This is an optimization exercise on Yosys and OpenROAD, whose aim is small area, a short achievable clock period and few clock cycles per item, not a production implementation.

## main
==> flow/design.v <==
module mult(
 clk,
 rstx,
 mcand_is_signed,
 mlier_is_signed,
 start,
 mcand,
 mlier,
 prod,
 busy
);
parameter BW_CNT = 3,    
          BW_MCAND = 3,
          BW_MLIER = 4;
input                          clk;
input                          rstx;
input                          mcand_is_signed;
input                          mlier_is_signed;
input                          start;
input           [BW_MCAND-1:0] mcand;
input           [BW_MLIER-1:0] mlier;
output [BW_MCAND+BW_MLIER-1:0] prod;
output                         busy;
reg [BW_CNT-1:0] cnt;
wire cnt_eq_0 = (cnt == {BW_CNT{1'b0}});
always @(posedge clk or negedge rstx)
  if (~rstx)         cnt <= {BW_CNT{1'b0}};
  else if (start)    cnt <= BW_MLIER;
  else if (cnt_eq_0) cnt <= {BW_CNT{1'b0}};
  else               cnt <= cnt - {{(BW_CNT-1){1'b0}}, 1'd1};
wire cnt_eq_1 = (cnt == {{(BW_CNT-1){1'b0}}, 1'd1});
assign busy = ~cnt_eq_0;
wire last_stage_1 = cnt_eq_1 & mlier_is_signed;
reg [BW_MCAND+BW_MLIER-1:0] prod;
wire [BW_MCAND-1:0] prod1 = (prod[0] ? mcand : {BW_MCAND{1'b0}});
wire [BW_MCAND:0] sum = {   cnt_eq_1
                          ? mcand_is_signed | mlier_is_signed
                          : 1'b0
                        , prod[BW_MCAND+BW_MLIER-1:BW_MLIER] }
                      + { 1'b0
                        ,   {BW_MCAND{last_stage_1}}
                          ^ { prod1[BW_MCAND-1] ^ mcand_is_signed
                            , prod1[BW_MCAND-2:0] } }
                      + {{BW_MCAND{1'b0}}, last_stage_1};
always @(posedge clk or negedge rstx)
  if (~rstx)          prod <= {(BW_MCAND+BW_MLIER){1'b0}};
  else if (start)     prod <= {mcand_is_signed, {(BW_MCAND-1){1'b0}}, mlier};
  else if (~cnt_eq_0) prod <= {sum, prod[BW_MLIER-1:1]};
endmodule
module cordic_sqrt_seq (
 input         rstx,
 input         clk,
 input         start,
 input  [15:0] din,
 output        busy,
 output [15:0] dout
);
reg [17:1] st;
always @(posedge clk or negedge rstx)
  if (!rstx) st <= 17'd0;
  else       st <= {st[16:1], start};
assign busy = |st;
wire cord = |st[9:1];     
wire yx   = |st[17:9];    
wire [7:0] selx = {st[9], st[8], st[7], st[6],
                   st[5] | st[4] | st[12],
                   st[3] | st[11] | st[13],
                   st[2] | st[14] | st[15] | st[16] | st[17],
                   st[1] | st[10]};
wire [7:0] sely = {st[9], st[8], st[7], st[6], st[5] | st[4], st[3], st[2], st[1]};
wire       mm_n = st[10] | st[11] | st[14] | st[15];
wire       cord_n = |st[8:1];
wire       rnd  = st[11];
reg  [20:0] X;
reg  [20:0] Y;
wire [28:0] yext = {{8{Y[20]}}, Y};
wire [28:0] xext = {8'd0, X};
reg  [20:0] ysh, xsh;
integer i, k;
always @(*) begin
  for (i = 0; i < 21; i = i + 1) begin
    ysh[i] = 1'b0;
    xsh[i] = 1'b0;
    for (k = 0; k < 8; k = k + 1) begin
      ysh[i] = ysh[i] | (selx[k] & yext[i + k + 1]);
      xsh[i] = xsh[i] | (sely[k] & xext[i + k + 1]);
    end
  end
  ysh[18] = ysh[18] | rnd;
end
reg         act;
always @(posedge clk or negedge rstx)
  if (!rstx) act <= 1'b0;
  else       act <= start | (|st[16:1]);
reg         mx, cx, my;
wire [20:0] xsum;
wire [19:0] ysum;
wire [20:0] x0 = {{1'b0, din} + 17'h02000, 4'd0};
wire [20:0] y0 = {{1'b0, din} - 17'h02000, 4'd0};
wire [20:0] xa = act ? X : x0;
wire [19:0] ya = act ? Y[19:0] : y0[19:0];
pfx_add #(.W(21)) u_xadd (.a(xa), .b(ysh ^ {21{mx}}), .ci(cx), .s(xsum));
pfx_add #(.W(20)) u_yadd (.a(ya), .b(xsh[19:0] ^ {20{my}}), .ci(my), .s(ysum));
wire        ysgn = act ? ysum[19] : y0[20];
wire        ny_pos = ~(yx ? xsum[20] : ysgn);
always @(posedge clk or negedge rstx)
  if (!rstx) begin
    mx <= 1'b0;
    cx <= 1'b0;
  end else begin
    mx <= (start | cord_n) ? ny_pos : mm_n;
    cx <= (start | cord_n) & ny_pos;
  end
always @(posedge clk)
  my <= ny_pos;
always @(posedge clk)
  if (start | busy) begin
    if (start | cord) X <= xsum;
    Y <= yx ? xsum : {ysgn, ysum};
  end
assign dout = Y[19:4];
endmodule
module pfx_add #(parameter W = 21) (
 input  [W-1:0] a,
 input  [W-1:0] b,
 input          ci,
 output [W-1:0] s
);
wire [W-1:0] p0 = a ^ b;
reg  [W:0]   g, p, gn, pn;
integer i, d;
always @(*) begin
  g = {a & b, ci};
  p = {p0, 1'b0};
  for (d = 1; d < W + 1; d = d * 2) begin
    gn = g;
    pn = p;
    for (i = d; i < W + 1; i = i + 1) begin
      gn[i] = g[i] | (p[i] & g[i - d]);
      pn[i] = p[i] & p[i - d];
    end
    g = gn;
    p = pn;
  end
end
assign s = p0 ^ g[W-1:0];
endmodule
export LEC_CHECK = 0
export CAP_MARGIN = 20
export CORE_MARGIN = 2
export CORE_UTILIZATION = 40
export SETUP_SLACK_MARGIN = 2.3
export SLEW_MARGIN = 20
create_clock -name core_clock -period 6.0 [get_ports {clk}]
standard.sh (not shown) runs the stock make flow with config.mk's settings and CLKGATE_MAP_FILE= SYNTH_SCRIPT=/design/flow/synth_recipe.tcl, a recipe that flattens the netlist after the stock synthesis.
==> flow/flow/run.sh <==
#!/bin/bash
# Standard layout, with the port buffers made of buf_1 cells instead of the default.
set -euo pipefail
bash standard.sh "BUFFER_PORTS_ARGS=-buffer_cell sky130_fd_sc_hd__buf_1" finish > standard_flow.log 2>&1
The following lists how the feature branch was set up differently from main:
==> flow/design.v, changed modules only <==
module cordic_sqrt_seq (
 input         rstx,
 input         clk,
 input         start,
 input  [15:0] din,
 output        busy,
 output [15:0] dout
);
reg [17:1] st;
always @(posedge clk or negedge rstx)
  if (!rstx) st <= 17'd0;
  else       st <= {st[16:1], start};
assign busy = |st;
wire cord = |st[9:1];     
wire yx   = |st[17:9];    
wire [7:0] selx = {st[9], st[8], st[7], st[6],
                   st[5] | st[4] | st[12],
                   st[3] | st[11] | st[13],
                   st[2] | st[14] | st[15] | st[16] | st[17],
                   st[1] | st[10]};
wire [7:0] sely = {st[9], st[8], st[7], st[6], st[5] | st[4], st[3], st[2], st[1]};
wire       mm_n = st[10] | st[11] | st[14] | st[15];
wire       cord_n = |st[8:1];
wire       rnd  = st[11];
reg  [20:0] X;
reg  [20:0] Y;
wire [28:0] yext = {{8{Y[20]}}, Y};
wire [28:0] xext = {8'd0, X};
reg  [20:0] ysh, xsh;
integer i, k;
always @(*) begin
  for (i = 0; i < 21; i = i + 1) begin
    ysh[i] = 1'b0;
    xsh[i] = 1'b0;
    for (k = 0; k < 8; k = k + 1) begin
      ysh[i] = ysh[i] | (selx[k] & yext[i + k + 1]);
      xsh[i] = xsh[i] | (sely[k] & xext[i + k + 1]);
    end
  end
  ysh[18] = ysh[18] | rnd;
end
reg         mx, cx, my;
wire [20:0] xsum, ysum;
pfx_add #(.W(21)) u_xadd (.a(X), .b(ysh ^ {21{mx}}), .ci(cx), .s(xsum));
pfx_add #(.W(21)) u_yadd (.a(Y), .b(xsh ^ {21{my}}), .ci(my), .s(ysum));
wire [20:0] x0 = {{1'b0, din} + 17'h02000, 4'd0};
wire [20:0] y0 = {{1'b0, din} - 17'h02000, 4'd0};
wire        ny_pos = start ? ~y0[20] : ~(yx ? xsum[20] : ysum[20]);
always @(posedge clk) begin
  mx <= (start | cord_n) ? ny_pos : mm_n;
  cx <= (start | cord_n) & ny_pos;
  my <= ny_pos;
end
always @(posedge clk)
  if (start) begin
    X <= x0;
    Y <= y0;
  end else if (busy) begin
    if (cord) X <= xsum;
    Y <= yx ? xsum : ysum;
  end
assign dout = Y[19:4];
endmodule
Results
Every run (main and the feature branch) finished clean. Relative to main, number of cells on the worst reg-to-reg path increased by 1 in the feature branch. Compared with main, the feature branch improves total non-filler cell area in the finished layout. The fraction of layout cells with a size suffix above 1 of the feature branch is lower than that of main. The feature branch ends up with a first-pass iteration count of the detailed router that is 2 higher than in main. main and the feature branch ended up with nearly the same CTS clock-pin slew for the worst setup and hold paths. Count of H-tree levels built during CTS: the feature branch vs main identical. The feature branch vs. main: wire length on met1 went up by 3.9%. The critical path's slowest cell comes out or4_4 in one run and dfrtp_4 in the other, namely in the feature branch and main respectively. [the feature branch] post-CTS setup buffer count fell about 53% relative to main. The die of the feature branch is larger than the one used in main.
No functional check of the RTL was part of any run of this note.

static timing again, ports no longer ideal:
The flow's constraints put no driver on any port. The routed layouts listed below were extracted and timed again, unchanged, in two steps.
Step 1 assumes that a clkbuf_16 drives the clock port and a buf_2 every other input.
Step 2 also shifts input and output timing later by t, the mid clock arrival at the registers, as if the neighbouring blocks saw the same clock.
Three values: ideal ports, drivers, drivers and shift; two values: the first two.
run	shift t [ns]	setup slack, ns	hold WS [ns]	slew at the worst register clock pin (ns)
main	0.395	2.131 / 2.131 / 1.902	0.415 / 0.415 / 0.415	0.07 / 0.07
the feature branch	0.386	1.900 / 1.900 / 1.900	0.403 / 0.403 / 0.403	0.06 / 0.06
After both steps setup and hold are still met in every run listed. The setup slack of main, which loses most, moves by 0.000 ns with the drivers and by -0.229 ns with both steps.
